What follows belongs to an exercise in optimizing a design on an open flow for small area; a production flow would make more cautious choices. Function was checked by simulation only, so behaviour that the tests miss may differ from the original. Power is estimated from default activity; no workload was simulated.

==> module snn_wrapper, before the edit <==
module snn_wrapper(
        input clk,
        input rst,
        input [7:0] i_input_neurons,
        output [3:0] o_output_spike,
        output [29:0] o_hidden_spike
    );
    reg [9:0] tcnt;
    reg       tick_d;
    wire      tick = (tcnt == 10'h3ac);
    always @(posedge clk) begin
        if (rst || tick)
            tcnt <= 10'h001;
        else
            tcnt <= {tcnt[8:0], tcnt[9] ^ tcnt[6]};
        if (rst)
            tick_d <= 1'b0;
        else
            tick_d <= tick;
    end
    reg  [7:0]  in_s;      
    reg  [29:0] hs;        
    reg  [3:0]  os;        
    reg         fresh;     
    always @(posedge clk)
        if (tick) in_s <= i_input_neurons;
    assign o_hidden_spike = hs & {30{tick_d}};
    assign o_output_spike = os & {4{tick_d}};
    wire        wbit;
    wire [1:0]  oj;
    wire [3:0]  oi;
    wire        ou, oud, op, ord, owr, owdone;
    snn_ring #(.N(4), .W(16), .JB(2), .IB(4), .ANY(1), .ARM0(1)) u_oring (
        .clk(clk), .rst(rst), .fresh(fresh), .start(tick_d), .wbit(wbit),
        .j(oj), .i(oi), .u(ou), .ud(oud), .p(op), .rd(ord), .wr(owr),
        .done(), .wdone(owdone)
    );
    wire [4:0]  hj;
    wire [3:0]  hi;
    wire        hu, hud, hp, hrd, hwr, hdone;
    snn_ring #(.N(30), .W(15), .JB(5), .IB(4), .ANY(0), .ARM0(0)) u_hring (
        .clk(clk), .rst(rst), .fresh(fresh), .start(owdone), .wbit(wbit),
        .j(hj), .i(hi), .u(hu), .ud(hud), .p(hp), .rd(hrd), .wr(hwr),
        .done(hdone), .wdone()
    );
    wire        om   = ord || owr;           
    wire [3:0]  i    = om ? oi : hi;
    wire        u    = om ? ou : hu;
    wire        ud   = om ? oud : hud;
    wire        bnd  = om ? (oi == 4'd15) : (hi == 4'd14);
    wire        zi   = om ? (oi == 4'd0) : (hi == 4'd1);    
    wire [30:0] orom;
    wire [8:0]  hrom;
    snn_rom_o u_rom_o (.j(oj), .i(oi), .d(orom));
    snn_rom_h u_rom_h (.j(hj), .i(hi), .d(hrom));
    wire [29:0] og = hs & orom[29:0] & {30{om && !fresh}};
    wire [7:0]  hg = in_s & hrom[7:0] & {8{!om && !fresh}};
    wire [30:0] cb = {om ? orom[30] : hrom[8], og[29:8], og[7:0] | hg};
    reg  [4:0]  creg;      
    reg         breg;      
    reg         yreg;      
    reg  [3:0]  dh;        
    reg         preg;      
    wire [4:0]  cin = (i == 4'd0) ? 5'd0 : creg;
    wire [5:0]  sum;                     
    snn_csa_o u_sum (.b(cb), .c(cin), .s(sum));
    wire        xb  = sum[0];
    wire [1:0]  ds  = xb + !u + ((i == 4'd0) ? 1'b1 : breg);
    wire [6:0]  dhi = {2'b00, creg} - (({1'b0, sum} + 1'b1) >> 1) + u - 1'b1 + ds[1];
    wire        dd  = (i < 4'd4) ? dh[i[1:0]] : ds[0];
    wire [1:0]  ys  = ud + dd + ((i == 4'd4) ? 1'b0 : yreg);
    assign wbit = preg ? zi : ys[0];
    always @(posedge clk) begin
        creg <= sum[5:1];
        breg <= ds[1];
        yreg <= ys[1];
        if (bnd) dh <= dhi[3:0];
        if (i == 4'd3) preg <= om ? op : hp;
        if (ord && oi == 4'd3) os[oj] <= op;
        if (hrd && hi == 4'd3) hs <= {hp, hs[29:1]};    
        if (rst)
            fresh <= 1'b1;
        else if (hdone)
            fresh <= 1'b0;
    end
endmodule
export LEC_CHECK = 0
export ABC_AREA = 1
export CAP_MARGIN = 20
export CORE_MARGIN = 2
export CORE_UTILIZATION = 40
export GPL_TIMING_DRIVEN = 0
export PLACE_DENSITY = 0.6
export SLEW_MARGIN = 20
export SYNTH_MEMORY_MAX_BITS = 16384
create_clock -name core_clock -period 10.0 [get_ports {clk}]
standard.sh (not shown) runs the stock make flow with config.mk's settings and CLKGATE_MAP_FILE= SYNTH_SCRIPT=/design/flow/synth_recipe.tcl, a recipe that flattens the netlist after the stock synthesis.
==> flow/flow/run.sh <==
#!/bin/bash
# Standard synthesis; its combinational logic re-mapped for area (flow/reabc.tcl);
# then the standard layout, with a small port buffer and a clock tree without
# dummy loads.  Each tool's output goes to a log file of its own here.
set -euo pipefail
R=orfs/results/$FLOW_PLATFORM/snn_wrapper/base
bash standard.sh synth > flow_synth.log 2>&1
cp $R/1_2_yosys.v flow_std_synth.v
KEEP="sky130_fd_sc_hd__df* sky130_fd_sc_hd__edf* sky130_fd_sc_hd__sdf* sky130_fd_sc_hd__sedf* sky130_fd_sc_hd__dl*"
YOSYS=$(command -v yosys || echo "$FLOW_HOME/../tools/install/yosys/bin/yosys")
LIB=$FLOW_HOME/platforms/$FLOW_PLATFORM/lib/sky130_fd_sc_hd__tt_025C_1v80.lib \
NETLIST=$R/1_2_yosys.v TOP=$FLOW_TOP KEEP_CELLS="$KEEP" ABC_SCRIPT=flow/area.abc \
  "$YOSYS" -c flow/reabc.tcl > flow_reabc.log 2>&1
rm -f $R/1_synth.odb $R/1_synth.sdc
bash standard.sh \
  "BUFFER_PORTS_ARGS=-buffer_cell sky130_fd_sc_hd__buf_1" \
  "CTS_ARGS=-sink_clustering_enable -repair_clock_nets -dont_use_dummy_load -buf_list sky130_fd_sc_hd__clkbuf_8 -sink_clustering_size 16 -sink_clustering_max_diameter 50" \
  finish > flow_make.log 2>&1
==> flow/flow/area.abc <==
&get -n
&st
&dch -f
&nf -R 1000 -p -F 8 -A 4 -C 32
&put
==> flow/flow/reabc.tcl <==
# Re-map the combinational logic of the standard synthesis netlist with an
# area-oriented ABC script.  Flip-flops and latches (KEEP_CELLS) are
# kept as they are, instance for instance, so the registers keep the
# standard synthesis's names and cell types.
set lib $::env(LIB)
set net $::env(NETLIST)
yosys read_liberty -ignore_miss_func $lib
yosys setattr -mod -set blackbox 1 {*}$::env(KEEP_CELLS)
yosys read_verilog $net
yosys hierarchy -top $::env(TOP)
yosys flatten
yosys opt_clean
yosys abc -liberty $lib -dont_use sky130_fd_sc_hd__lpflow_* -dont_use sky130_fd_sc_hd__probe* -script $::env(ABC_SCRIPT)
yosys opt_clean -purge
yosys hilomap -singleton -hicell sky130_fd_sc_hd__conb_1 HI -locell sky130_fd_sc_hd__conb_1 LO
yosys splitnets
yosys opt_clean -purge
yosys stat -liberty $lib
yosys write_verilog -noattr -noexpr -nohex -nodec $net
==> next run, changes <==
--- a/flow/design.v
+++ b/flow/design.v
@@ -806,22 +806,22 @@
     reg  [4:0]  creg;      
     reg         breg;      
     reg         yreg;      
-    reg  [3:0]  dh;        
+    reg  [2:0]  dh;        
     reg         preg;      
     wire [4:0]  cin = (i == 4'd0) ? 5'd0 : creg;
     wire [5:0]  sum;                     
     snn_csa_o u_sum (.b(cb), .c(cin), .s(sum));
     wire        xb  = sum[0];
     wire [1:0]  ds  = xb + !u + ((i == 4'd0) ? 1'b1 : breg);
-    wire [6:0]  dhi = {2'b00, creg} - (({1'b0, sum} + 1'b1) >> 1) + u - 1'b1 + ds[1];
-    wire        dd  = (i < 4'd4) ? dh[i[1:0]] : ds[0];
+    wire [2:0]  dhi = creg[2:0] - ((sum[3:0] + 1'b1) >> 1) + u - 1'b1 + ds[1];
+    wire        dd  = (i < 4'd4) ? dh[(i[1:0] == 2'd3) ? 2'd2 : i[1:0]] : ds[0];
     wire [1:0]  ys  = ud + dd + ((i == 4'd4) ? 1'b0 : yreg);
     assign wbit = preg ? zi : ys[0];
     always @(posedge clk) begin
         creg <= sum[5:1];
         breg <= ds[1];
         yreg <= ys[1];
-        if (bnd) dh <= dhi[3:0];
+        if (bnd) dh <= dhi;
         if (i == 4'd3) preg <= om ? op : hp;
         if (ord && oi == 4'd3) os[oj] <= op;
         if (hrd && hi == 4'd3) hs <= {hp, hs[29:1]};    
What happened: The changed run ran to the end with no violations. Worst hold slack gets better by 8.4 ps. Cell area is about the same. Clock-buffer cell count fell by 3. Combinational power rose by a few percent. Cell count fell slightly. Area after synthesis fell slightly. Total power fell slightly. Sequential share of layout area is about the same. Setup slack gets better by 880 ps.

== v3 ==
Another version of the RTL of snn_wrapper (not shown whole).
Size in the first run: ~44 I/O pins, about 20,000 um^2 of cells after synthesis.
==> module snn_wrapper, before the edit <==
module snn_wrapper(
        input clk,
        input rst,
        input [7:0] i_input_neurons,
        output [3:0] o_output_spike,
        output [29:0] o_hidden_spike
    );
    reg [9:0] tcnt;
    reg       tick_d;
    wire      tick = (tcnt == 10'h3ac);
    always @(posedge clk) begin
        if (rst || tick)
            tcnt <= 10'h001;
        else
            tcnt <= {tcnt[8:0], tcnt[9] ^ tcnt[6]};
        if (rst)
            tick_d <= 1'b0;
        else
            tick_d <= tick;
    end
    reg  [7:0]  in_s;      
    reg  [29:0] hs;        
    reg  [3:0]  os;        
    reg         fresh;     
    always @(posedge clk)
        if (tick) in_s <= i_input_neurons;
    assign o_hidden_spike = hs & {30{tick_d}};
    assign o_output_spike = os & {4{tick_d}};
    wire        wbit;
    wire [1:0]  oj;
    wire [3:0]  oi;
    wire        ou, oud, op, ord, owr, owdone;
    snn_ring #(.N(4), .W(16), .JB(2), .IB(4), .ANY(1), .ARM0(1)) u_oring (
        .clk(clk), .rst(rst), .fresh(fresh), .start(tick_d), .wbit(wbit),
        .j(oj), .i(oi), .u(ou), .ud(oud), .p(op), .rd(ord), .wr(owr),
        .done(), .wdone(owdone)
    );
    wire [4:0]  hj;
    wire [3:0]  hi;
    wire        hu, hud, hp, hrd, hwr, hdone;
    snn_ring #(.N(30), .W(15), .JB(5), .IB(4), .ANY(0), .ARM0(0)) u_hring (
        .clk(clk), .rst(rst), .fresh(fresh), .start(owdone), .wbit(wbit),
        .j(hj), .i(hi), .u(hu), .ud(hud), .p(hp), .rd(hrd), .wr(hwr),
        .done(hdone), .wdone()
    );
    wire        om   = ord || owr;           
    wire [3:0]  i    = om ? oi : hi;
    wire        u    = om ? ou : hu;
    wire        ud   = om ? oud : hud;
    wire        bnd  = om ? (oi == 4'd15) : (hi == 4'd14);
    wire        zi   = om ? (oi == 4'd0) : (hi == 4'd1);    
    wire [30:0] orom;
    wire [8:0]  hrom;
    snn_rom_o u_rom_o (.j(oj), .i(oi), .d(orom));
    snn_rom_h u_rom_h (.j(hj), .i(hi), .d(hrom));
    wire [29:0] og = hs & orom[29:0] & {30{om && !fresh}};
    wire [7:0]  hg = in_s & hrom[7:0] & {8{!om && !fresh}};
    wire [30:0] cb = {om ? orom[30] : hrom[8], og[29:8], og[7:0] | hg};
    reg  [4:0]  creg;      
    reg         breg;      
    reg         yreg;      
    reg  [2:0]  dh;        
    reg         preg;      
    wire [4:0]  cin = (i == 4'd0) ? 5'd0 : creg;
    wire [5:0]  sum;                     
    snn_csa_o u_sum (.b(cb), .c(cin), .s(sum));
    wire        xb  = sum[0];
    wire [1:0]  ds  = xb + !u + ((i == 4'd0) ? 1'b1 : breg);
    wire [2:0]  dht = creg[2:0] + u - 1'b1 + ds[1] - xb;
    wire        dd  = (i == 4'd0) ? dh[0] ^ creg[0] :
                      (i < 4'd4) ? dh[(i[1:0] == 2'd3) ? 2'd2 : i[1:0]] : ds[0];
    wire [1:0]  ys  = ud + dd + ((i == 4'd4) ? 1'b0 : yreg);
    assign wbit = preg ? zi : ys[0];
    always @(posedge clk) begin
        creg <= sum[5:1];
        breg <= ds[1];
        yreg <= ys[1];
        if (bnd) dh <= dht;
        else if (i == 4'd0) dh <= dh - creg[2:0];
        if (i == 4'd3) preg <= om ? op : hp;
        if (ord && oi == 4'd3) os[oj] <= op;
        if (hrd && hi == 4'd3) hs <= {hp, hs[29:1]};    
        if (rst)
            fresh <= 1'b1;
        else if (hdone)
            fresh <= 1'b0;
    end
endmodule
clock: 10.0 ns
lec_check: 0
abc_area: 1
cap_margin: 20
core_margin: 2
core_utilization: 40
gpl_timing_driven: 0
place_density: 0.6
setup_slack_margin: 0.3
slew_margin: 20
synth_memory_max_bits: 16384
==> flow/flow/run.sh <==
#!/bin/bash
# Standard synthesis (standard.sh synth), unchanged; then its combinational
# logic re-mapped for area by flow/reabc.tcl (registers kept instance for
# instance); then the standard layout (standard.sh finish) of that netlist,
# with buf_1 port buffers and a clock tree without dummy loads.
# Each tool's output goes to a log file of its own in this folder.
set -euo pipefail
R=orfs/results/$FLOW_PLATFORM/snn_wrapper/base
bash standard.sh synth > flow_synth.log 2>&1
cp $R/1_2_yosys.v flow_std_synth.v
KEEP="sky130_fd_sc_hd__df* sky130_fd_sc_hd__edf* sky130_fd_sc_hd__sdf* sky130_fd_sc_hd__sedf* sky130_fd_sc_hd__dl*"
YOSYS=$(command -v yosys || echo "$FLOW_HOME/../tools/install/yosys/bin/yosys")
LIB=$FLOW_HOME/platforms/$FLOW_PLATFORM/lib/sky130_fd_sc_hd__tt_025C_1v80.lib \
NETLIST=$R/1_2_yosys.v TOP=$FLOW_TOP KEEP_CELLS="$KEEP" ABC_SCRIPT=flow/area.abc \
ADDER_MAP=$FLOW_HOME/platforms/$FLOW_PLATFORM/cells_adders_hd.v \
  "$YOSYS" -c flow/reabc.tcl > flow_reabc.log 2>&1
rm -f $R/1_synth.odb $R/1_synth.sdc
bash standard.sh \
  "BUFFER_PORTS_ARGS=-buffer_cell sky130_fd_sc_hd__buf_1" \
  "CTS_ARGS=-sink_clustering_enable -repair_clock_nets -dont_use_dummy_load -buf_list sky130_fd_sc_hd__clkbuf_4 -sink_clustering_size 12 -sink_clustering_max_diameter 40" \
  finish > flow_make.log 2>&1
==> flow/flow/reabc.tcl <==
# Re-map the combinational logic of the standard synthesis netlist for
# area.  Flip-flops (KEEP_CELLS) are kept as they are, instance for
# instance, so the registers keep the standard synthesis's names and cell
# types.  The rest is flattened to gates, its full adders are extracted
# again onto the platform's adder cells (ADDER_MAP), and ABC maps the
# remaining logic with an area-oriented script (ABC_SCRIPT).
set lib $::env(LIB)
set net $::env(NETLIST)
yosys read_liberty -ignore_miss_func $lib
yosys setattr -mod -set blackbox 1 {*}$::env(KEEP_CELLS)
yosys read_verilog $net
yosys hierarchy -top $::env(TOP)
yosys flatten
yosys opt_clean
yosys techmap
yosys opt -fast
yosys extract_fa -fa
yosys techmap -map $::env(ADDER_MAP)
yosys opt -fast
yosys setattr -mod -set blackbox 1 sky130_fd_sc_hd__fa_1
yosys abc -liberty $lib -dont_use sky130_fd_sc_hd__lpflow_* -dont_use sky130_fd_sc_hd__probe* -script $::env(ABC_SCRIPT)
yosys opt_clean -purge
yosys hilomap -singleton -hicell sky130_fd_sc_hd__conb_1 HI -locell sky130_fd_sc_hd__conb_1 LO
yosys splitnets
yosys opt_clean -purge
yosys stat -liberty $lib
yosys write_verilog -noattr -noexpr -nohex -nodec $net
Scripts as last shown in full above: flow/flow/area.abc
Relative to v3, the following input files were edited for v31:
--- a/flow/design.v
+++ b/flow/design.v
@@ -754,5 +754,5 @@
     );
     reg [9:0] tcnt;
-    reg       tick_d;
+    reg       tick_dn;     
     wire      tick = (tcnt == 10'h3ac);
     always @(posedge clk) begin
@@ -762,16 +762,16 @@
             tcnt <= {tcnt[8:0], tcnt[9] ^ tcnt[6]};
         if (rst)
-            tick_d <= 1'b0;
+            tick_dn <= 1'b1;
         else
-            tick_d <= tick;
+            tick_dn <= !tick;
     end
     reg  [7:0]  in_s;      
-    reg  [29:0] hs;        
-    reg  [3:0]  os;        
+    reg  [29:0] hsn;       
+    reg  [3:0]  osn;       
     reg         fresh;     
     always @(posedge clk)
         if (tick) in_s <= i_input_neurons;
-    assign o_hidden_spike = hs & {30{tick_d}};
-    assign o_output_spike = os & {4{tick_d}};
+    assign o_hidden_spike = ~(hsn | {30{tick_dn}});
+    assign o_output_spike = ~(osn | {4{tick_dn}});
     wire        wbit;
     wire [1:0]  oj;
@@ -779,5 +779,5 @@
     wire        ou, oud, op, ord, owr, owdone;
     snn_ring #(.N(4), .W(16), .JB(2), .IB(4), .ANY(1), .ARM0(1)) u_oring (
-        .clk(clk), .rst(rst), .fresh(fresh), .start(tick_d), .wbit(wbit),
+        .clk(clk), .rst(rst), .fresh(fresh), .start(!tick_dn), .wbit(wbit),
         .j(oj), .i(oi), .u(ou), .ud(oud), .p(op), .rd(ord), .wr(owr),
         .done(), .wdone(owdone)
@@ -801,5 +801,5 @@
     snn_rom_o u_rom_o (.j(oj), .i(oi), .d(orom));
     snn_rom_h u_rom_h (.j(hj), .i(hi), .d(hrom));
-    wire [29:0] og = hs & orom[29:0] & {30{om && !fresh}};
+    wire [29:0] og = ~hsn & orom[29:0] & {30{om && !fresh}};
     wire [7:0]  hg = in_s & hrom[7:0] & {8{!om && !fresh}};
     wire [30:0] cb = {om ? orom[30] : hrom[8], og[29:8], og[7:0] | hg};
@@ -826,6 +826,6 @@
         else if (i == 4'd0) dh <= dh - creg[2:0];
         if (i == 4'd3) preg <= om ? op : hp;
-        if (ord && oi == 4'd3) os[oj] <= op;
-        if (hrd && hi == 4'd3) hs <= {hp, hs[29:1]};    
+        if (ord && oi == 4'd3) osn[oj] <= !op;
+        if (hrd && hi == 4'd3) hsn <= {!hp, hsn[29:1]};    
         if (rst)
             fresh <= 1'b1;
v31 reached the final stage; the timing, design-rule and antenna checks on its layout passed.
Both conditions hold for v3: the flow ran to the end and the final layout passed the timing, design-rule and antenna checks.
Number of multi-input logic gates went down slightly going from v3 to v31.
v31 vs. v3: largest incremental delay on the critical path moved down; net switching power lost about 3.3%.
Per the comparison of v31 with v3, final worst-path setup slack saw a decrease, sequential share of cell area +0.49 points.
Compared to v3, v31 has power 0.044 mW lower.
Summary of the comparison: final worst hold slack is higher in v31, relative to v3.
The core utilization in v31 sits 0.18 points below the value recorded for v3.
v31: minimum clock period is 0.18 ns higher than what v3 reported.

==> re-timing with driven ports <==
No port has a modelled driver above. Below, the same layouts with a new extraction and two added sets of constraints. Step 1, drivers: a clkbuf_16 drives clk and a buf_2 each remaining input, both assumed. Step 2 adds t to the input delays and takes it off the output delays; t is the mean of the earliest and latest rising clock arrival at the registers after step 1. Input paths then give back, and output paths get back, about the clock's delay inside the block. a / b / c = no drivers / after step 1 / after step 2; a / b = the first two.
| run | t, ns | setup slack, ns | hold slack, ns | worst data-port slew with drivers (ns) | pins driven straight from the clock port |
|---|---|---|---|---|---|
| the first run of note 1 | 0.646 | 0.428 / 0.428 / 0.428 | 0.271 / 0.271 / 0.271 | 0.04 | 1 |
| the second run of note 1 | 0.651 | 1.306 / 1.306 / 1.306 | 0.280 / 0.280 / 0.280 | 0.04 | 1 |
| v3 | 0.760 | 0.553 / 0.553 / 0.553 | 0.226 / 0.226 / 0.226 | 0.05 | 1 |
| v31 | 0.777 | 0.374 / 0.374 / 0.374 | 0.259 / 0.259 / 0.259 | 0.04 | 1 |
After both steps every run listed still meets setup and hold.
